Source: an optimization exercise on an open RTL-to-GDS flow (aim: small area, a short achievable clock period and few clock cycles). Production flows keep margins and buffers that such runs may drop. At most, simulation tests tie the RTL to the original design; equivalence was not proved. No driver is modelled on the clock port, so clock power and skew are understated where the tree is cut down; a real chip needs a root buffer or a tree. Power is estimated from default activity; no workload was simulated.

==> flow/design.v <==
module qr_decode(
    input clk,
    input srstn,
    input qr_decode_start,
    input sram_rdata,
    output [11:0] sram_raddr,
    output reg decode_valid,
    output reg [7:0] decode_jis8_code,
    output reg qr_decode_finish
  );
  reg [4:0] r, c;       
  reg R1, R2;           
  reg [2:0] m;          
  reg [2:0] b;          
  reg [4:0] nb;         
  reg hdr;              
  assign sram_raddr = {1'b0, r, 1'b0, c};
  wire fmt = ~c[4] & ~c[3];
  wire up = c[1];
  wire at_top = c[4] ? (~r[4] & ~r[2] & ~r[1]) : (r == 5'd0);    
  wire at_bot = r[4] & r[3];                                      
  wire turn = up ? at_top : at_bot;
  wire sk6 = ~r[4] & ~r[3] & r[2] & r[0] & (r[1] == up);         
  wire al  = c[4] & ~c[2] & (up ? (r == 5'd21) : (r == 5'd15));  
  wire [4:0] d = r ^ {5{up}};
  wire [4:0] tr = {d[3] & d[2] & d[1] & d[0], d[2] & d[1] & d[0], d[1] & d[0], d[0], 1'b1};
  wire [4:0] rt = al ? 5'b11010 : sk6 ? 5'b00010 : tr;            
  wire [4:0] e = c ^ {5{~c[0]}};
  wire [4:0] tc = {e[3] & e[2] & e[1], e[2] & e[1], e[1], 1'b1, 1'b1};  
  wire alc = ~c[4] & c[3] & c[2] & c[1] & c[0] & r[4] & ~r[3] & ~(r[2] & r[1]) & (r[2] | r[1] | r[0]);
  wire rowmove = ~fmt & c[0] & ~turn;
  reg [4:0] tcol, frow;
  always @* begin
    frow = 5'd0;
    if (fmt) begin
      if (c[2]) begin frow = 5'b11110; tcol = 5'b11100; end      
      else if (c[0]) tcol = 5'b00111;                             
      else tcol = {4'b0, qr_decode_start};                        
    end else if (~c[0]) tcol = tc;
    else if (turn) tcol = 5'b00001;
    else if (alc) tcol = 5'b00000;
    else tcol = tc;
  end
  wire [4:0] nr = r ^ (rowmove ? rt : frow);
  wire [4:0] nc = c ^ tcol;
  wire R0 = ~R1 & ~R2;
  wire rdn = up ^ sk6;
  wire nR1 = fmt ? (R1 | c[2]) : (rowmove & ~al) ? (rdn ? R2 : R0) : R1;
  wire nR2 = fmt ? R2 & ~c[2] : (rowmove & ~al) ? (rdn ? R0 : R1) : R2;
  wire C0 = (~c[0] & ~c[1] & c[3]) | (~c[0] & c[1] & ~c[2]) | (c[0] & c[1] & c[2] & ~c[4]) | (c[0] & ~c[1] & c[2] & ~c[3]);
  wire C1 = (c[0] & ~c[1] & c[3]) | (~c[0] & c[1] & c[2] & c[4]) | (c[0] & c[1] & ~c[2] & c[4]) | (~c[0] & ~c[1] & ~c[2] & ~c[3]);
  wire C2 = ~C0 & ~C1;
  wire C3o = (c[1] & c[2] & ~c[3]) | (~c[1] & ~c[2] & ~c[3]) | (c[0] & c[1] & c[3]) | (c[0] & ~c[1] & ~c[3]);   
  wire a = r[0] & c[0];
  wire s = r[0] ^ c[0];
  wire q0 = R0 | C0;
  wire q1 = (R1 & C1) | (R2 & C2);
  wire z3 = (R0 & C0) | (R1 & C2) | (R2 & C1);
  reg mk;
  always @* begin
    case (m ^ 3'b101)
      3'd0: mk = ~s;
      3'd1: mk = ~r[0];
      3'd2: mk = C0;
      3'd3: mk = z3;
      3'd4: mk = ~(r[1] ^ C3o);
      3'd5: mk = ~a & q0;
      3'd6: mk = ~(a ^ q1);
      default: mk = ~(s ^ q1);
    endcase
  end
  wire bit_in = sram_rdata ^ mk;
  wire last_bit = (b == 3'd7);
  always @(posedge clk) begin
    if (~srstn) begin
      r <= 5'd8;
      c <= 5'd2;
      R1 <= 1'b0;
      R2 <= 1'b1;
      hdr <= 1'b1;
      decode_valid <= 1'b0;
      qr_decode_finish <= 1'b0;
    end else begin
      r <= nr;
      c <= nc;
      R1 <= nR1;
      R2 <= nR2;
      if (~fmt && last_bit) hdr <= 1'b0;
      decode_valid <= ~hdr & last_bit;
      qr_decode_finish <= ~hdr & ((last_bit & (nb == 5'd1)) | (nb == 5'd0));
    end
    if (fmt) m <= {m[1:0], sram_rdata};
    b <= fmt ? 3'd0 : b + 3'd1;
    if (hdr) nb <= {decode_jis8_code[3:0], bit_in};
    else if (last_bit) nb <= nb - 5'd1;
    decode_jis8_code <= {decode_jis8_code[6:0], bit_in};
  end
endmodule
export LEC_CHECK = 0
export CAP_MARGIN = 20
export CORE_MARGIN = 2
export CORE_UTILIZATION = 40
export SLEW_MARGIN = 20
create_clock -name core_clock -period 9.0 [get_ports {clk}]
standard.sh (not shown) runs the stock make flow with config.mk's settings and CLKGATE_MAP_FILE= SYNTH_SCRIPT=/design/flow/synth_recipe.tcl, a recipe that flattens the netlist after the stock synthesis.
==> flow/flow/run.sh <==
#!/bin/bash
# Standard ORFS layout, with faster port buffers and timing repair aimed
# past the clock period (the constraints themselves are unchanged).
set -euo pipefail
export BUFFER_PORTS_ARGS="-buffer_cell sky130_fd_sc_hd__buf_4"
export SETUP_SLACK_MARGIN=6.5
bash standard.sh > standard.log 2>&1
The starting point produced a clean layout.
Then changed:
==> flow/run.sh (new file) <==
#!/bin/bash
# synth_recipe.tcl (not shown) runs the flow's synth.tcl, then flattens the netlist and writes it again
# the make line also repeats each setting of config.mk as NAME=value (left out here)
make -C /OpenROAD-flow-scripts/flow DESIGN_CONFIG=/design/flow/config.mk WORK_HOME=/design/flow/orfs CLKGATE_MAP_FILE= SYNTH_SCRIPT=/design/flow/synth_recipe.tcl finish
--- a/flow/config.mk
+++ b/flow/config.mk
@@ -9,3 +9,4 @@
 export CORE_MARGIN = 2
 export CORE_UTILIZATION = 40
+export SETUP_SLACK_MARGIN = 5
 export SLEW_MARGIN = 20
removed: flow/flow/run.sh
removed: flow/standard.sh
Result: Sequential share of layout area grows by 1.3 points. Setup slack is worse by 0.84 ns. Final area fell by roughly a tenth. Clock power shrinks by a little under a tenth. Cell count falls by a few percent. Non-clock buffer count came out lower by 21.
Then changed:
==> flow/flow/run.sh (new file) <==
#!/bin/bash
# Standard ORFS layout, with faster port buffers and timing repair aimed
# past the clock period (the constraints themselves are unchanged).
set -euo pipefail
export BUFFER_PORTS_ARGS="-buffer_cell sky130_fd_sc_hd__buf_2"
export SETUP_SLACK_MARGIN=6.5
bash standard.sh > standard.log 2>&1
==> flow/standard.sh (new file) <==
#!/bin/bash
# synth_recipe.tcl (not shown) runs the flow's synth.tcl, then flattens the netlist and writes it again
# the make line also repeats each setting of config.mk as NAME=value (left out here)
make -C /OpenROAD-flow-scripts/flow DESIGN_CONFIG=/design/flow/config.mk WORK_HOME=/design/flow/orfs CLKGATE_MAP_FILE= SYNTH_SCRIPT=/design/flow/synth_recipe.tcl "${@:-finish}"
--- a/flow/config.mk
+++ b/flow/config.mk
@@ -9,4 +9,3 @@
 export CORE_MARGIN = 2
 export CORE_UTILIZATION = 40
-export SETUP_SLACK_MARGIN = 5
 export SLEW_MARGIN = 20
removed: flow/run.sh
Worst hold slack is better by 0.0085 ns.
Cell area went up by 8.9%.
Wire length increases by 8.4%.
Power goes up by about 10%.
Global-route usage grows by 1.9 points.
Core utilization grows by 4.4 points.
No functional check of the RTL was part of any run of this note.

---

## JK
Starts from the design.v that is shown in full above.
clock: 9.0 ns
lec_check: 0
cap_margin: 20
core_margin: 2
core_utilization: 40
cts_buf_list: sky130_fd_sc_hd__clkbuf_16
cts_cluster_diameter: 200
cts_cluster_size: 60
slew_margin: 20
==> flow/flow/run.sh <==
#!/bin/bash
# Standard ORFS layout, with faster port buffers and timing repair aimed
# past the clock period (the constraints themselves are unchanged).
set -euo pipefail
export BUFFER_PORTS_ARGS="-buffer_cell sky130_fd_sc_hd__buf_4"
export SETUP_SLACK_MARGIN=6.5
bash standard.sh > standard.log 2>&1
Looking at the reports, JK completed the entire flow and the layout it produced met the timing, design-rule and antenna checks.
> inputs changed (JK -> MS)
Settings: CTS_BUF_LIST: sky130_fd_sc_hd__clkbuf_16 -> unset; CTS_CLUSTER_DIAMETER: 200 -> unset; CTS_CLUSTER_SIZE: 60 -> unset.
==> flow/run.sh (new file) <==
#!/bin/bash
# synth_recipe.tcl (not shown) runs the flow's synth.tcl, then flattens the netlist and writes it again
# the make line also repeats each setting of config.mk as NAME=value (left out here)
make -C /OpenROAD-flow-scripts/flow DESIGN_CONFIG=/design/flow/config.mk WORK_HOME=/design/flow/orfs CLKGATE_MAP_FILE= SYNTH_SCRIPT=/design/flow/synth_recipe.tcl finish
removed: flow/flow/run.sh
removed: flow/standard.sh
==> results.txt <==
- Number of vias per cell: MS vs JK — no meaningful difference
- Of MS and JK, the higher power belongs to JK.
- The higher relative area change from synthesis to final layout of MS and JK is in JK.
- Between MS and JK, the required arrival time at the worst endpoint figures differ only marginally.
No run of this note included a check of the RTL's function; only the layout flow was run.

---

== run A ==
qr_decode, a different RTL version from the one above (not shown whole).
For scale: ~190 cells after synthesis, ~26 I/O pins, about 1500 µm² of cells after synthesis.
==> flow/design.v (excerpt) <==
module qr_decode(
    input clk,
    input srstn,
    input qr_decode_start,
    input sram_rdata,
    output [11:0] sram_raddr,
    output reg decode_valid,
    output reg [7:0] decode_jis8_code,
    output reg qr_decode_finish
  );
clock: 9.0 ns
lec_check: 0
cap_margin: 20
core_margin: 2
core_utilization: 45
slew_margin: 20
==> flow/flow/run.sh <==
#!/bin/bash
# ORFS layout of the design with these changes to how it is made (the
# constraints are unchanged):
#  - synthesis maps the logic with an area-oriented ABC script (deepsyn,
#    then amap) and without half/full-adder extraction; the registers are
#    mapped exactly as in the standard synthesis;
#  - ports are buffered with buf_2 instead of the slow delay buffer;
#  - the clock tree is two clkbuf_8 in parallel, one per half of the registers
#    (flow/two_buf_cts.tcl) in place of the two-level tree;
#  - timing repair aims for more setup slack than the clock period needs.
set -euo pipefail
rm -rf myscripts
cp -r "$FLOW_HOME/scripts" myscripts
printf 'strash\n&get -n\n&deepsyn -T 30\n&put\ndch -f\namap\ntopo\n' > myscripts/abc_speed.script
python3 - "$PWD/flow/two_buf_cts.tcl" <<'PY'
import sys
p = 'myscripts/cts.tcl'
s = open(p).read()
old = 'log_cmd clock_tree_synthesis {*}$cts_args'
assert old in s
s = s.replace(old, 'source ' + sys.argv[1])
open(p, 'w').write(s)
PY
export SCRIPTS_DIR="$PWD/myscripts"
export ADDER_MAP_FILE=
export BUFFER_PORTS_ARGS="-buffer_cell sky130_fd_sc_hd__buf_2"
export SETUP_SLACK_MARGIN=6.35

bash standard.sh > standard.log 2>&1
==> flow/flow/two_buf_cts.tcl <==
# Clock tree of two buffers in parallel: the registers are split into a left
# and a right half, and a clkbuf_8 at each half's centroid drives its clock pins.
set block [ord::get_db_block]
set dbu [$block getDbUnitsPerMicron]
set pins {}
foreach pin [get_pins -of_objects [get_nets clk]] {
  if {[get_property $pin direction] ne "input"} { continue }
  set it [sta::sta_to_db_pin $pin]
  set bb [[$it getInst] getBBox]
  lappend pins [list [expr {([$bb xMin] + [$bb xMax]) / 2.0 / $dbu}] [expr {([$bb yMin] + [$bb yMax]) / 2.0 / $dbu}] $pin]
}
set pins [lsort -real -index 0 $pins]
set half [expr {[llength $pins] / 2}]
foreach {name group} [list left [lrange $pins 0 [expr {$half - 1}]] right [lrange $pins $half end]] {
  set sx 0.0; set sy 0.0; set loads {}
  foreach p $group { set sx [expr {$sx + [lindex $p 0]}]; set sy [expr {$sy + [lindex $p 1]}]; lappend loads [lindex $p 2] }
  set n [llength $group]
  puts "two_buf_cts: $name $n clock pins, buffer at [expr {$sx / $n}] [expr {$sy / $n}]"
  log_cmd insert_buffer -buffer_cell sky130_fd_sc_hd__clkbuf_8 -net clk -load_pins $loads \
    -location [list [expr {$sx / $n}] [expr {$sy / $n}]] -buffer_name clkbuf_$name -net_name clknet_$name
}
Run A | status: complete | timing, DRC, antenna: pass
Testbench counts of run A, summed over its fixed seeds: cycles 15,800.
--- input diff run A..run B ---
-- flow/flow/run.sh --
<<< run A, line 26
export BUFFER_PORTS_ARGS="-buffer_cell sky130_fd_sc_hd__buf_2"
export SETUP_SLACK_MARGIN=6.35

bash standard.sh > standard.log 2>&1
>>> run B, line 26
export BUFFER_PORTS_ARGS="-buffer_cell sky130_fd_sc_hd__buf_2"
export SETUP_SLACK_MARGIN=6.4
bash standard.sh > standard.log 2>&1
==> comparison <==
As far as sequential cell count goes, run B and run A are indistinguishable; the numbers are identical.
From run B to run A, quantity of hold-fixing buffers added after cts did not move at all.
From run A to run B the numbers moved as follows: net switching component of the power has decreased, data required time of the critical path held steady.
Going from run A to run B, the fraction of area in registers was found to have gone up by 0.25 points.
Number of top-level pins: run A vs run B identical
Run B has more setup slack than run A.
The power of run A and that of run B are within noise of each other.
Part of the power in combinational logic of run A is on par with run B.
Inputs modified between run B and run C:
-- flow/flow/run.sh --
<<< run B, line 26
export BUFFER_PORTS_ARGS="-buffer_cell sky130_fd_sc_hd__buf_2"
export SETUP_SLACK_MARGIN=6.4
>>> run C, line 26
export BUFFER_PORTS_ARGS="-buffer_cell sky130_fd_sc_hd__buf_2"
export SETUP_SLACK_MARGIN=6.35
export SETUP_SLACK_MARGIN=6.4
Changes observed in run C relative to run B: critical path depth stayed essentially flat, first-pass detailed-route iteration total held, highest attainable clock frequency flat, number of sequential cells barely changed.
Total I/O pin count: run C vs run B identical
From run B to run C, width of the die did not move at all.
Reported for run B and run C, routed wire length turned out identical to the last digit.
Changes observed in run C relative to run B: placement row count closely matched the old numbers; global routing usage summed across all routing layers held; core area roughly the same.
In every run of this note, the design's own scripts or RTL, not TritonCTS, make the clock network.

---

Setup of run 1:
qr_decode, a different RTL version from the one above (not shown whole).
Size in the first run: about 26 I/O pins, ~1600 µm² of cells after synthesis.
// qr_decode
module qr_decode(
    input clk,
    input srstn,
    input qr_decode_start,
    input sram_rdata,
    output [11:0] sram_raddr,
    output reg decode_valid,
    output reg [7:0] decode_jis8_code,
    output reg qr_decode_finish
  );
export LEC_CHECK = 0
export CAP_MARGIN = 20
export CORE_MARGIN = 2
export CORE_UTILIZATION = 45
export SLEW_MARGIN = 20
create_clock -name core_clock -period 9.0 [get_ports {clk}]
==> flow/flow/run.sh <==
#!/bin/bash
# ORFS layout of the design with these changes to how it is made (the
# constraints are unchanged):
#  - synthesis maps the logic with an area-oriented ABC script (deepsyn,
#    then amap) and without half/full-adder extraction; the registers are
#    mapped exactly as in the standard synthesis;
#  - ports are buffered with buf_2 instead of the slow delay buffer;
#  - the clock tree is one clkbuf_16 at the registers' centroid
#    (flow/one_buf_cts.tcl) in place of the two-level tree;
#  - timing repair aims for more setup slack than the clock period needs.
set -euo pipefail
rm -rf myscripts
cp -r "$FLOW_HOME/scripts" myscripts
printf 'strash\n&get -n\n&deepsyn -T 30\n&put\ndch -f\namap\ntopo\n' > myscripts/abc_speed.script
python3 - "$PWD/flow/one_buf_cts.tcl" <<'PY'
import sys
p = 'myscripts/cts.tcl'
s = open(p).read()
old = 'log_cmd clock_tree_synthesis {*}$cts_args'
assert old in s
s = s.replace(old, 'source ' + sys.argv[1])
open(p, 'w').write(s)
PY
export SCRIPTS_DIR="$PWD/myscripts"
export ADDER_MAP_FILE=
export BUFFER_PORTS_ARGS="-buffer_cell sky130_fd_sc_hd__buf_2"
export SETUP_SLACK_MARGIN=6.4
export SETUP_SLACK_MARGIN=6.3
bash standard.sh > standard.log 2>&1
==> flow/flow/one_buf_cts.tcl <==
# Clock tree of a single buffer: the design has a few dozen flip-flops close
# together, so one clkbuf_16 at their centroid drives every clock pin.
set block [ord::get_db_block]
set sx 0.0
set sy 0.0
set n 0
foreach inst [$block getInsts] {
  set master [$inst getMaster]
  if {[$master isSequential]} {
    set bb [$inst getBBox]
    set sx [expr {$sx + ([$bb xMin] + [$bb xMax]) / 2.0}]
    set sy [expr {$sy + ([$bb yMin] + [$bb yMax]) / 2.0}]
    incr n
  }
}
set dbu [$block getDbUnitsPerMicron]
set cx [expr {$sx / $n / $dbu}]
set cy [expr {$sy / $n / $dbu}]
puts "one_buf_cts: $n registers, clock buffer at $cx $cy"
log_cmd insert_buffer -buffer_cell sky130_fd_sc_hd__clkbuf_16 -net clk \
  -location [list $cx $cy] -buffer_name clkbuf_root -net_name clknet_root
Testbench counts of run 1, summed over its fixed seeds: cycles 15,800.
> inputs changed (run 1 -> run 2)
==> flow/flow/run.sh <==
#!/bin/bash
# ORFS layout of the design with three changes to how it is made (the
# constraints are unchanged):
#  - synthesis maps the logic with an area-oriented ABC script and without
#    half/full-adder extraction (registers are mapped exactly as before);
#  - ports are buffered with buf_2 instead of the slow delay buffer;
#  - timing repair aims for more setup slack than the clock period needs.
set -euo pipefail
rm -rf myscripts
cp -r "$FLOW_HOME/scripts" myscripts
printf 'strash\ndch -f\namap\ntopo\n' > myscripts/abc_speed.script
export SCRIPTS_DIR="$PWD/myscripts"
export ADDER_MAP_FILE=
export BUFFER_PORTS_ARGS="-buffer_cell sky130_fd_sc_hd__buf_2"
export SETUP_SLACK_MARGIN=6.3
bash standard.sh > standard.log 2>&1
removed: flow/flow/one_buf_cts.tcl
Going from run 1 to run 2, cell count grew by a few percent. Run 1 vs run 2, master of the slowest instance on the critical path: sky130_fd_sc_hd__dfxtp_1 vs sky130_fd_sc_hd__dfxtp_2. For first-iteration DRC count, dividing the value from run 2 by the value from run 1 gives 1.9. Diff run 1 -> run 2: sequential cell area fraction in the yosys report fell by 2.3 points, estimated wirelength of the detail-placed design moved up, delay of the slowest cell on the worst path fell by 0.02 ns, global-route usage now larger. Run 2 | status: complete | timing, DRC, antenna: pass. Total internal power deteriorates in run 2 relative to run 1. Compared with run 1, run 2 shows a synthesized-area fraction occupied by ao, oa, aoi and oai cells that is 2.6 points higher.
What run 3 does differently from run 2 at the input level:
==> flow/flow/run.sh <==
#!/bin/bash
# ORFS layout of the design with these changes to how it is made (the
# constraints are unchanged):
#  - synthesis maps the logic with an area-oriented ABC script (deepsyn,
#    then amap) and without half/full-adder extraction; the registers are
#    mapped exactly as in the standard synthesis;
#  - ports are buffered with buf_2 instead of the slow delay buffer;
#  - the clock tree is two clkbuf_8 in parallel, one per half of the registers
#    (flow/two_buf_cts.tcl) in place of the two-level tree;
#  - timing repair aims for more setup slack than the clock period needs.
set -euo pipefail
rm -rf myscripts
cp -r "$FLOW_HOME/scripts" myscripts
printf 'strash\n&get -n\n&deepsyn -T 30\n&put\namap\ntopo\n' > myscripts/abc_speed.script
python3 - "$PWD/flow/two_buf_cts.tcl" <<'PY'
import sys
p = 'myscripts/cts.tcl'
s = open(p).read()
old = 'log_cmd clock_tree_synthesis {*}$cts_args'
assert old in s
s = s.replace(old, 'source ' + sys.argv[1])
open(p, 'w').write(s)
PY
export SCRIPTS_DIR="$PWD/myscripts"
export ADDER_MAP_FILE=
export BUFFER_PORTS_ARGS="-buffer_cell sky130_fd_sc_hd__buf_2"
export SETUP_SLACK_MARGIN=6.35

bash standard.sh > standard.log 2>&1
==> flow/flow/two_buf_cts.tcl (new file) <==
# Clock tree of two buffers in parallel: the registers are split into a left
# and a right half, and a clkbuf_8 at each half's centroid drives its clock pins.
set block [ord::get_db_block]
set dbu [$block getDbUnitsPerMicron]
set pins {}
foreach pin [get_pins -of_objects [get_nets clk]] {
  if {[get_property $pin direction] ne "input"} { continue }
  set it [sta::sta_to_db_pin $pin]
  set bb [[$it getInst] getBBox]
  lappend pins [list [expr {([$bb xMin] + [$bb xMax]) / 2.0 / $dbu}] [expr {([$bb yMin] + [$bb yMax]) / 2.0 / $dbu}] $pin]
}
set pins [lsort -real -index 0 $pins]
set half [expr {[llength $pins] / 2}]
foreach {name group} [list left [lrange $pins 0 [expr {$half - 1}]] right [lrange $pins $half end]] {
  set sx 0.0; set sy 0.0; set loads {}
  foreach p $group { set sx [expr {$sx + [lindex $p 0]}]; set sy [expr {$sy + [lindex $p 1]}]; lappend loads [lindex $p 2] }
  set n [llength $group]
  puts "two_buf_cts: $name $n clock pins, buffer at [expr {$sx / $n}] [expr {$sy / $n}]"
  log_cmd insert_buffer -buffer_cell sky130_fd_sc_hd__clkbuf_8 -net clk -load_pins $loads \
    -location [list [expr {$sx / $n}] [expr {$sy / $n}]] -buffer_name clkbuf_$name -net_name clknet_$name
}
## What came out
In the flow results for run 3 and run 2, the clock network fraction of total power is larger on run 2. Run 2 → run 3: simple-gate share of the synthesized area fell by 0.71 points; worst-case setup slack after placement grew by 0.27 ns. Die area in run 3 is 210 µm² lower than in run 2. Per the comparison of run 3 with run 2, sequential cell area share shows an increase of 3.2 points; global-route usage shows a reduction of 3.4 points.
In run 1 and run 3 the design's own scripts or RTL, not TritonCTS, make the clock network.

-- what the ideal ports hide --
Ports are ideal in the flow. The routed layouts listed here were re-timed in OpenROAD. Step 1, drivers: a clkbuf_16 drives clk and a buf_2 each remaining input, both assumed. Step 2, shift: input delay + t, output delay - t, t = (earliest + latest rising clock arrival at the registers) / 2. This alone moves slack from input paths to output paths. Slacks: no drivers / after step 1 / after step 2; pairs: no drivers / after step 1.
run | t (ns) | slack for setup (ns) | hold slack, ns | clock arrival spread, ns | slew at the worst register clock pin (ns)
the first run of note 1 | 0.310 | 6.437 / 6.411 / 6.220 | 0.359 / 0.359 / 0.359 | 0.004 / 0.003 | 0.07 / 0.07
the second run of note 1 | 0.314 | 5.595 / 5.568 / 5.828 | 0.353 / 0.353 / 0.353 | 0.009 / 0.008 | 0.08 / 0.08
the third run of note 1 | 0.312 | 6.417 / 6.390 / 6.238 | 0.361 / 0.361 / 0.361 | 0.008 / 0.009 | 0.08 / 0.08
JK | 0.304 | 6.452 / 6.421 / 6.216 | 0.356 / 0.356 / 0.356 | 0.002 / 0.002 | 0.05 / 0.05
MS | 0.314 | 5.595 / 5.568 / 5.828 | 0.353 / 0.353 / 0.353 | 0.009 / 0.008 | 0.08 / 0.08
run A | 0.193 | 6.408 / 6.374 / 6.410 | 0.355 / 0.355 / 0.355 | 0.011 / 0.011 | 0.11 / 0.11
run B | 0.193 | 6.443 / 6.409 / 6.407 | 0.355 / 0.355 / 0.355 | 0.011 / 0.011 | 0.11 / 0.11
run C | 0.193 | 6.443 / 6.409 / 6.407 | 0.355 / 0.355 / 0.355 | 0.011 / 0.011 | 0.11 / 0.11
run 1 | 0.203 | 6.406 / 6.376 / 6.295 | 0.359 / 0.359 / 0.359 | 0.003 / 0.004 | 0.12 / 0.12
run 2 | 0.355 | 6.277 / 6.254 / 6.218 | 0.354 / 0.354 / 0.354 | 0.011 / 0.012 | 0.11 / 0.11
run 3 | 0.194 | 6.344 / 6.308 / 6.432 | 0.356 / 0.356 / 0.356 | 0.007 / 0.007 | 0.11 / 0.11
After both steps every run listed still meets setup and hold. For JK, which loses most, drivers alone change the setup slack by -0.031 ns; drivers and shift together by -0.236 ns.
